What follows belongs to an exercise in optimizing a design on an open flow for small area, a short achievable clock period and few clock cycles; a production flow would make more cautious choices.
At most, simulation tests tie the RTL to the original design; equivalence was not proved.

Design divider1, start of the top module:
module divider1(quotient, valid_out, divisor, dividend, valid_in, rst, clk);
Size: about 3700 cells after synthesis, roughly 210 flip-flops, roughly 200 I/O pins.
==> flow/config.mk <==
export PLATFORM = sky130hd
export DESIGN_NAME = divider1
export DESIGN_NICKNAME = divider1
export VERILOG_FILES = /design/flow/design.v
export SDC_FILE = /design/flow/constraint.sdc
export NUM_CORES = 8
export LEC_CHECK = 0
export CAP_MARGIN = 20
export CORE_MARGIN = 2
export CORE_UTILIZATION = 40
export SLEW_MARGIN = 20
==> flow/constraint.sdc <==
create_clock -name core_clock -period 32.0 [get_ports {clk}]
set_input_delay 6.4000 -clock core_clock [delete_from_list [all_inputs] [get_ports {clk}]]
set_output_delay 6.4000 -clock core_clock [all_outputs]
set_load 0.01 [all_outputs]
standard.sh (not shown) runs the stock make flow with config.mk's settings and CLKGATE_MAP_FILE= SYNTH_SCRIPT=/design/flow/synth_recipe.tcl, a recipe that flattens the netlist after the stock synthesis.
==> flow/flow/run.sh <==
#!/bin/bash
# Own flow, step 1: the standard layout, unchanged (to inspect standard.sh).
set -e
cp standard.sh flow_standard_copy.sh.txt 2>/dev/null || true
bash standard.sh finish > standard_finish.log 2>&1
The baseline completed with no timing, DRC or antenna violations.
Testbench counts at the start, summed over its fixed seeds: cycles 6,098.
Rerun with:
==> flow/flow/run.sh (replaced) <==
#!/bin/bash
# Own flow: the standard layout (standard synthesis, floorplan, placement,
# CTS, routing), with ORFS's timing repair asked to leave 19 ns of setup slack
# (the clock and constraints are unchanged; only the repair aims further).
set -e
bash standard.sh SETUP_SLACK_MARGIN=19 finish > standard_finish.log 2>&1
Hold slack is about the same.
Global-route usage rises by 0.19 points.
Non-clock buffer count went up by 15.
Rerun with:
==> flow/flow/run.sh (replaced) <==
#!/bin/bash
# Own flow: the standard layout (standard synthesis, floorplan, placement,
# CTS, routing); only the timing repair is asked to leave a setup margin,
# and port buffers use another buffer cell. Clock and constraints unchanged.
set -e
bash standard.sh SETUP_SLACK_MARGIN=22 "BUFFER_PORTS_ARGS=-buffer_cell sky130_fd_sc_hd__buf_2" finish > standard_finish.log 2>&1
Effect:
- area after synthesis stays the same
- worst setup slack gains 1.2 ns
- routed wire length climbs by about a fifth
- global-route usage climbs by 2.1 points
- register-to-register slack gains 2.3 ns
- fmax climbs by roughly a tenth
- non-clock buffer count climbs by 207
- sequential share of layout area drops by 1.8 points
- cell count climbs by a few percent
- synthesized cell count stays the same
- first-iteration DRC count climbs by about a fifth
Rerun with:
==> flow/run.sh (new file) <==
#!/bin/bash
# synth_recipe.tcl (not shown) runs the flow's synth.tcl, then flattens the netlist and writes it again
# the make line also repeats each setting of config.mk as NAME=value (left out here)
make -C /OpenROAD-flow-scripts/flow DESIGN_CONFIG=/design/flow/config.mk WORK_HOME=/design/flow/orfs CLKGATE_MAP_FILE= SYNTH_SCRIPT=/design/flow/synth_recipe.tcl finish
removed: flow/flow/run.sh
removed: flow/standard.sh
Result: Via count shrinks by a little under a tenth. Final area shrinks by about a fifth.


Setup of job 752:
Another version of the RTL of divider1 (not shown whole).
Size in the first run: ~3600 cells after synthesis, about 220 flip-flops.
clock: 32.0 ns
lec_check: 0
cap_margin: 20
core_margin: 2
core_utilization: 40
cts_buf_list: sky130_fd_sc_hd__clkbuf_4 sky130_fd_sc_hd__clkbuf_8
slew_margin: 20
synth_hierarchical: 1
==> flow/flow/run.sh <==
#!/bin/bash
# Own flow: the standard layout (standard synthesis, floorplan, placement,
# CTS, routing); only the timing repair is asked to leave a setup margin,
# and port buffers use another buffer cell. Clock and constraints unchanged.
set -e
bash standard.sh SETUP_SLACK_MARGIN=21.5 "BUFFER_PORTS_ARGS=-buffer_cell sky130_fd_sc_hd__buf_1" finish > standard_finish.log 2>&1
Testbench counts of job 752, summed over its fixed seeds: cycles 6,098.
Relative to job 752, the following input files were edited for job 3708:
-- flow/flow/run.sh --
<<< job 752, line 6
bash standard.sh SETUP_SLACK_MARGIN=21.5 "BUFFER_PORTS_ARGS=-buffer_cell sky130_fd_sc_hd__buf_1" finish > standard_finish.log 2>&1
>>> job 3708, line 6
bash standard.sh SETUP_SLACK_MARGIN=22 "BUFFER_PORTS_ARGS=-buffer_cell sky130_fd_sc_hd__buf_1" finish > standard_finish.log 2>&1
-- flow/config.mk --
<<< job 752, line 11
export CTS_BUF_LIST = sky130_fd_sc_hd__clkbuf_4 sky130_fd_sc_hd__clkbuf_8
>>> job 3708, line 11
## What came out
In the tables for job 752 and job 3708, fraction of area in non-clock buffers reads lower with job 752. Delta(critical path arrival, job 3708 - job 752) < 0. Diff job 752 and job 3708: minimum setup slack in the final design lower in job 752.


## run A
divider1, a different RTL version from the one above (not shown whole).
Size: roughly 220 flip-flops, ~28,000 um2 of cells after synthesis.
Settings: LEC_CHECK=0, CAP_MARGIN=20, CORE_MARGIN=2, CORE_UTILIZATION=40, SLEW_MARGIN=20, SYNTH_HIERARCHICAL=1; clock period 32.0 ns.
==> flow/flow/run.sh <==
#!/bin/bash
# Own flow: the standard layout (standard synthesis, floorplan, placement,
# CTS, routing); only the timing repair is asked to leave a setup margin,
# and port buffers use another buffer cell. Clock and constraints unchanged.
set -e
bash standard.sh SETUP_SLACK_MARGIN=22.2 "BUFFER_PORTS_ARGS=-buffer_cell sky130_fd_sc_hd__buf_1" finish > standard_finish.log 2>&1
Run A completed; timing, DRC and antenna clean
Testbench counts of run A, summed over its fixed seeds: cycles 6,098.
Input-level comparison between run B and run A:
==> flow/flow/run.sh <==
#!/bin/bash
# Own flow: the standard layout (standard synthesis, floorplan, placement,
# CTS, routing); only the timing repair is asked to leave a setup margin,
# and port buffers use another buffer cell. Clock and constraints unchanged.
set -e
bash standard.sh SETUP_SLACK_MARGIN=22.5 "BUFFER_PORTS_ARGS=-buffer_cell sky130_fd_sc_hd__buf_1" finish > standard_finish.log 2>&1
--- outcome ---
- Run B went all the way through synthesis, placement and routing and the layout is clean on timing, DRC and antenna.
- Non-clock buffer count for run B: about 20% up relative to run A
- Run B vs run A, slew of the pin with the lowest slew margin went down by 220 ps.
- Diff run A and run B: post-route worst setup slack lower in run A
- Of run A and run B, the run reporting the higher number of setup buffers added after CTS was run B.
- Wire length of the first global-routing pass was higher in the run labelled run B.
- Run B has routed wire length above what run A had.
- Global-route usage over all layers (lower): run A
For run C, these inputs were changed with respect to run B:
==> flow/flow/run.sh <==
#!/bin/bash
# Own flow: the standard layout (standard synthesis, floorplan, placement,
# CTS, routing); only the timing repair is asked to leave a setup margin,
# and port buffers use another buffer cell. Clock and constraints unchanged.
set -e
bash standard.sh SETUP_SLACK_MARGIN=21.7 "BUFFER_PORTS_ARGS=-buffer_cell sky130_fd_sc_hd__buf_1" finish > standard_finish.log 2>&1
==> comparison <==
- Count of vias placed by the detailed router: run C lower than run B
- divisor[63] as the worst setup path startpoint was reported by run B, and dividend[48] by run C.
- Cell depth of the worst setup path: run C > run B
Setup changes, run C to run D
Settings: ABC_AREA: unset -> 1.
==> flow/flow/run.sh <==
#!/bin/bash
# Own flow: the standard layout (standard synthesis, floorplan, placement,
# CTS, routing); only the timing repair is asked to leave a setup margin,
# and port buffers use another buffer cell. Clock and constraints unchanged.
set -e
bash standard.sh SETUP_SLACK_MARGIN=22 "BUFFER_PORTS_ARGS=-buffer_cell sky130_fd_sc_hd__buf_1" finish > standard_finish.log 2>&1
### Flow results
Run D finished every stage and its layout cleared the timing, design-rule and antenna checks.
For run C, the capture point of the worst path was tr[6]$_DFFE_PN_, unlike run D, where it was rr[39]$_DFF_P_.
Changes observed in run D relative to run C: count of clock-buffer cells in the layout went up about 15%; die area went up about 7%; routed wire length went up 18%; number of antenna violations at the first check in global routing went up 18.
A class of the most critical setup path of in -> reg is what run C shows, while reg -> reg belongs to run D.
Compared with run C, run D shows a higher global-route wire length before repair.


Setup of the baseline:
divider1, a different RTL version from the one above (not shown whole).
Size: about 3500 cells after synthesis, about 210 flip-flops, roughly 27000 um2 of cells after synthesis.
export LEC_CHECK = 0
export CAP_MARGIN = 20
export CORE_MARGIN = 2
export CORE_UTILIZATION = 40
export SLEW_MARGIN = 20
export SYNTH_HIERARCHICAL = 1
create_clock -name core_clock -period 32.0 [get_ports {clk}]
==> flow/flow/run.sh <==
#!/bin/bash
# Own flow: the standard layout (standard synthesis, floorplan, placement,
# CTS, routing); only the timing repair is asked to leave a setup margin,
# and port buffers use another buffer cell. Clock and constraints unchanged.
set -e
bash standard.sh SETUP_SLACK_MARGIN=21.7 "BUFFER_PORTS_ARGS=-buffer_cell sky130_fd_sc_hd__buf_1" finish > standard_finish.log 2>&1
The final layout from the baseline, which completed every stage, passed the timing, design-rule and antenna checks at the end of the flow.
Changes in the candidate relative to the baseline:
diff --git a/flow/flow/run.sh b/flow/flow/run.sh
--- a/flow/flow/run.sh
+++ b/flow/flow/run.sh
@@ -6 +6 @@
-bash standard.sh SETUP_SLACK_MARGIN=21.7 "BUFFER_PORTS_ARGS=-buffer_cell sky130_fd_sc_hd__buf_1" finish > standard_finish.log 2>&1
+bash standard.sh SETUP_SLACK_MARGIN=22 "BUFFER_PORTS_ARGS=-buffer_cell sky130_fd_sc_hd__buf_1" finish > standard_finish.log 2>&1
## What came out
Utilization after layout on the candidate is up relative to the baseline. Looking at number of buffers other than clock buffers in the final layout, the candidate sits 70 higher than the baseline does. Sort the candidate and the baseline by routed wire length desc -> top: the candidate. The baseline → the candidate: pin count of the biggest net entering global routing saw a decrease; met3 usage in global routing fell by 1.8 points. For number of cells upsized or downsized after cts, dividing the value from the baseline by the value from the candidate gives 0.70.
No run of this note included a check of the RTL's function; only the layout flow was run.


## rev 12
Another version of the RTL of divider1 (not shown whole).
For scale: ~220 flip-flops.
clock: 32.0 ns
lec_check: 0
cap_margin: 20
core_margin: 2
core_utilization: 40
slew_margin: 20
synth_hierarchical: 1
==> flow/flow/run.sh <==
#!/bin/bash
# Own flow: the standard layout (standard synthesis, floorplan, placement,
# CTS, routing); only the timing repair is asked to leave a setup margin,
# and port buffers use another buffer cell. Clock and constraints unchanged.
set -e
bash standard.sh SETUP_SLACK_MARGIN=21 "BUFFER_PORTS_ARGS=-buffer_cell sky130_fd_sc_hd__buf_1" finish > standard_finish.log 2>&1
### rev 12 -> rev 13
--- a/flow/flow/run.sh
+++ b/flow/flow/run.sh
@@ -5,2 +5,2 @@
 set -e
-bash standard.sh SETUP_SLACK_MARGIN=21 "BUFFER_PORTS_ARGS=-buffer_cell sky130_fd_sc_hd__buf_1" finish > standard_finish.log 2>&1
+bash standard.sh SETUP_SLACK_MARGIN=21 "BUFFER_PORTS_ARGS=-buffer_cell sky130_fd_sc_hd__buf_2" finish > standard_finish.log 2>&1
==> comparison <==
- Cmp rev 12 and rev 13 / share of the core filled with cells / lower: rev 12
- From rev 12 to rev 13 the numbers moved as follows: worst setup slack up 0.027 ns; estimated wirelength of the detail-placed design flat.
- Rev 13 vs rev 12, instance count: rev 13 higher
- Routed wire length, rev 12 and rev 13, lower one = rev 12.
No functional check of the RTL was part of any run of this note.


job 101:
RTL: one of the versions met above, not the one the previous note started from.
Size in the first run: ~3600 cells after synthesis, ~220 flip-flops, ~200 I/O pins.
export LEC_CHECK = 0
export CAP_MARGIN = 20
export CORE_MARGIN = 2
export CORE_UTILIZATION = 40
export CTS_BUF_LIST = sky130_fd_sc_hd__clkbuf_8
export CTS_CLUSTER_SIZE = 30
export SLEW_MARGIN = 20
export SYNTH_HIERARCHICAL = 1
create_clock -name core_clock -period 32.0 [get_ports {clk}]
==> flow/flow/run.sh <==
#!/bin/bash
# Own flow: the standard layout (standard synthesis, floorplan, placement,
# CTS, routing); only the timing repair is asked to leave a setup margin,
# and port buffers use another buffer cell. Clock and constraints unchanged.
set -e
bash standard.sh SETUP_SLACK_MARGIN=21.5 "BUFFER_PORTS_ARGS=-buffer_cell sky130_fd_sc_hd__buf_1" finish > standard_finish.log 2>&1
Looking at the reports, job 101 completed the entire flow and the layout it produced met the timing, design-rule and antenna checks.
Testbench counts of job 101, summed over its fixed seeds: cycles 6,098.
## Diff of input files: job 102 against job 101
Settings: CTS_CLUSTER_SIZE: 30 -> unset; CAP_MARGIN: 20 -> 50; CTS_BUF_LIST: sky130_fd_sc_hd__clkbuf_8 -> unset; SLEW_MARGIN: 20 -> 50.
==> flow/run.sh (new file) <==
#!/bin/bash
# synth_recipe.tcl (not shown) runs the flow's synth.tcl, then flattens the netlist and writes it again
# the make line also repeats each setting of config.mk as NAME=value (left out here)
make -C /OpenROAD-flow-scripts/flow DESIGN_CONFIG=/design/flow/config.mk WORK_HOME=/design/flow/orfs CLKGATE_MAP_FILE= SYNTH_SCRIPT=/design/flow/synth_recipe.tcl finish
removed: flow/flow/run.sh
removed: flow/standard.sh
Findings:
Job 102 gives less final standard cell area without fillers than job 101 did. Between job 102 and job 101, it is job 102 whose global-route track usage on met2 is lower, by 1.6 points. | total area of multi-input combinational cells | job 102 vs job 101 | 770 um2 lower |. A critical path start-end classification of primary input to flip-flop is what job 101 shows, while flip-flop to flip-flop belongs to job 102.
Modified inputs, job 103 compared to job 102
Settings: CAP_MARGIN: 50 -> 20; SLEW_MARGIN: 50 -> 20.
==> flow/flow/run.sh (new file) <==
#!/bin/bash
# Own flow: the standard layout (standard synthesis, floorplan, placement,
# CTS, routing); only the timing repair is asked to leave a setup margin,
# and port buffers use another buffer cell. Clock and constraints unchanged.
set -e
bash standard.sh SETUP_SLACK_MARGIN=21.5 "BUFFER_PORTS_ARGS=-buffer_cell sky130_fd_sc_hd__buf_1" finish > standard_finish.log 2>&1
==> flow/standard.sh (new file) <==
#!/bin/bash
# synth_recipe.tcl (not shown) runs the flow's synth.tcl, then flattens the netlist and writes it again
# the make line also repeats each setting of config.mk as NAME=value (left out here)
make -C /OpenROAD-flow-scripts/flow DESIGN_CONFIG=/design/flow/config.mk WORK_HOME=/design/flow/orfs CLKGATE_MAP_FILE= SYNTH_SCRIPT=/design/flow/synth_recipe.tcl "${@:-finish}"
removed: flow/run.sh
## What came out
- Comparing the two runs side by side, job 103 comes out behind job 102 on design area.
- | post-CTS clock slew at the launch and capture registers of the worst setup and hold paths | job 102 vs job 103 | ≈ equal |
- Comparing job 102 and job 103, the lower first-pass GRT wire length is on job 102.
Here is what was changed in the inputs of job 104 compared with job 103.
Settings: an added PLACE_DENSITY of 0.8.
--- outcome ---
Any difference in multi-input combinational cell area between job 103 and job 104 is small enough to ignore. Critical path data arrival time was lower in the run labelled job 103. [compare] base=job 103 new=job 104: count of non-filler cells in the finished layout fell by 0.41%. Against job 103, least setup slack across all paths after layout in job 104 came out worse. Going from job 103 to job 104, the delay contributed by the slowest stage of the critical path was found to have gone down by 0.02 ns. Delta (job 104 minus job 103): count of clock-buffer cells in the layout went up by about 2.5%; sequential share of layout area flat; non-clock buffer count lower. In job 104 the slack of the worst reg-to-reg path turned out 0.11 ns lower than in job 103.


divider1, a different RTL version from the one above (not shown whole).
Size in the first run: about 200 I/O pins, ~28000 um^2 of cells after synthesis.
Design divider1, start of the top module:
module divider1(quotient, valid_out, divisor, dividend, valid_in, rst, clk);
  output [63:0] quotient;
  output valid_out;
  input [63:0] divisor, dividend;
  input valid_in, rst, clk;
  localparam int K  = 3;                     
  localparam int DW = 67 + K;                
  localparam int JW = 5;                     
  logic          busy;
  logic          first;   
  logic          vo;
  logic [63:0]   rr;      
  logic [DW-1:0] nd;      
  logic          sbn;     
  logic [63:0]   rq;      
  logic          neg;     
  logic [JW-1:0] cnt;     
  assign valid_out = vo | quick;
  div_neg u_neg(.q(rq), .neg(neg), .y(quotient));
  wire        sa = dividend[63];
  wire        sb = divisor[63];
  wire [63:0] ma;
  div_abs u_abs(.a(dividend), .y(ma));
  wire [7:0]  t;
  wire        az, bz;
  div_len u_len(.a(dividend), .b(divisor), .t(t), .az(az), .bz(bz));
  logic [7:0]   tr;          
  logic         azr, bzr;    
  wire        zq = azr | (tr[7] & (tr != 8'hff));     
  wire        quick = first & (zq | bzr);              
  wire [JW-1:0] j0;
  div_ncyc #(.K(K), .JW(JW)) u_ncyc(.x(tr[6:0]), .j(j0));
  wire [DW-1:0] ndeff;    
  div_shift #(.K(K), .DW(DW), .JW(JW)) u_sh(.nd(nd), .amt(j0), .first(first), .sbn(sbn), .y(ndeff));
  ...
export LEC_CHECK = 0
export CAP_MARGIN = 20
export CORE_MARGIN = 2
export CORE_UTILIZATION = 40
export SLEW_MARGIN = 20
export SYNTH_HIERARCHICAL = 1
create_clock -name core_clock -period 32.0 [get_ports {clk}]
==> flow/flow/run.sh <==
#!/bin/bash
# Own flow: the standard layout (standard synthesis, floorplan, placement,
# CTS, routing); only the timing repair is asked to leave a setup margin,
# and port buffers use another buffer cell. Clock and constraints unchanged.
set -e
bash standard.sh SETUP_SLACK_MARGIN=23 "BUFFER_PORTS_ARGS=-buffer_cell sky130_fd_sc_hd__buf_1" finish > standard_finish.log 2>&1
The first run completed with no timing, DRC or antenna violations.
Testbench counts at the start, summed over its fixed seeds: cycles 6,098.
Change:
==> flow/flow/run.sh (replaced) <==
#!/bin/bash
# Own flow: the standard layout (standard synthesis, floorplan, placement,
# CTS, routing); only the timing repair is asked to leave a setup margin,
# and port buffers use another buffer cell. Clock and constraints unchanged.
set -e
bash standard.sh SETUP_SLACK_MARGIN=22 "BUFFER_PORTS_ARGS=-buffer_cell sky130_fd_sc_hd__buf_1" finish > standard_finish.log 2>&1
=> Global-route usage decreases by 1.8 points; utilization decreases by 7.8 points; clock skew hardly moves; synthesized area is unchanged.
Change:
==> flow/flow/run.sh (replaced) <==
#!/bin/bash
# Own flow: the standard layout (standard synthesis, floorplan, placement,
# CTS, routing); only the timing repair is asked to leave a setup margin,
# and port buffers use another buffer cell. Clock and constraints unchanged.
set -e
bash standard.sh SETUP_SLACK_MARGIN=22.5 "BUFFER_PORTS_ARGS=-buffer_cell sky130_fd_sc_hd__buf_1" finish > standard_finish.log 2>&1
Design area increases by 3.3%.
Setup slack gains 0.50 ns.
Worst hold slack barely changes.

[re-timing with driven ports]
The flow's constraints put no driver on any port. The routed layouts listed below were extracted and timed again, unchanged, in two steps.
Step 1 assumes that a clkbuf_16 drives the clock port and a buf_2 every other input.
Step 2 moves the port delays by t, midway between the first and last clock arrival at a register: inputs arrive t later, outputs are due t later. That takes back most of the time a late clock gives input paths.
Slacks: no drivers / after step 1 / after step 2; pairs: no drivers / after step 1.
run | shift t [ns] | setup WS [ns] | clock arrival spread, ns | worst register clock-pin slew, ns
the first run of note 1 | 0.658 | 17.626 / 17.626 / 17.626 | 0.040 / 0.040 | 0.07 / 0.07
the second run of note 1 | 0.655 | 19.536 / 19.536 / 18.985 | 0.039 / 0.039 | 0.07 / 0.07
the third run of note 1 | 0.669 | 20.732 / 20.667 / 20.451 | 0.034 / 0.035 | 0.07 / 0.07
the fourth run of note 1 | 0.658 | 17.626 / 17.626 / 17.626 | 0.040 / 0.040 | 0.07 / 0.07
job 752 | 0.692 | 21.773 / 21.773 / 21.121 | 0.058 / 0.058 | 0.08 / 0.08
job 3708 | 0.644 | 21.899 / 21.899 / 21.474 | 0.030 / 0.030 | 0.07 / 0.07
run A | 0.659 | 22.238 / 22.277 / 21.618 | 0.020 / 0.020 | 0.07 / 0.07
run B | 0.671 | 22.528 / 22.516 / 21.886 | 0.019 / 0.019 | 0.07 / 0.07
run C | 0.651 | 21.904 / 21.943 / 21.292 | 0.021 / 0.021 | 0.07 / 0.07
run D | 0.676 | 22.184 / 22.184 / 21.731 | 0.030 / 0.030 | 0.07 / 0.07
the baseline | 0.652 | 21.860 / 21.860 / 21.254 | 0.043 / 0.042 | 0.08 / 0.08
the candidate | 0.650 | 21.900 / 21.900 / 21.604 | 0.014 / 0.014 | 0.07 / 0.07
rev 12 | 0.651 | 21.177 / 21.177 / 20.603 | 0.016 / 0.016 | 0.07 / 0.07
rev 13 | 0.650 | 21.204 / 21.204 / 20.649 | 0.022 / 0.022 | 0.07 / 0.07
job 101 | 0.697 | 21.734 / 21.760 / 21.064 | 0.061 / 0.061 | 0.08 / 0.08
job 102 | 0.625 | 18.655 / 18.655 / 18.655 | 0.013 / 0.013 | 0.07 / 0.07
job 103 | 0.652 | 21.747 / 21.747 / 21.133 | 0.033 / 0.032 | 0.07 / 0.07
job 104 | 0.643 | 21.640 / 21.640 / 21.131 | 0.029 / 0.029 | 0.07 / 0.07
the first run of note 7 | 0.657 | 22.677 / 22.613 / 22.069 | 0.035 / 0.036 | 0.07 / 0.07
the second run of note 7 | 0.672 | 22.107 / 22.118 / 21.446 | 0.029 / 0.028 | 0.07 / 0.07
the third run of note 7 | 0.647 | 22.602 / 22.591 / 21.944 | 0.020 / 0.020 | 0.07 / 0.07
After both steps every run listed still meets setup and hold. For job 101, which loses most, drivers alone change the setup slack by +0.026 ns; drivers and shift together by -0.670 ns.
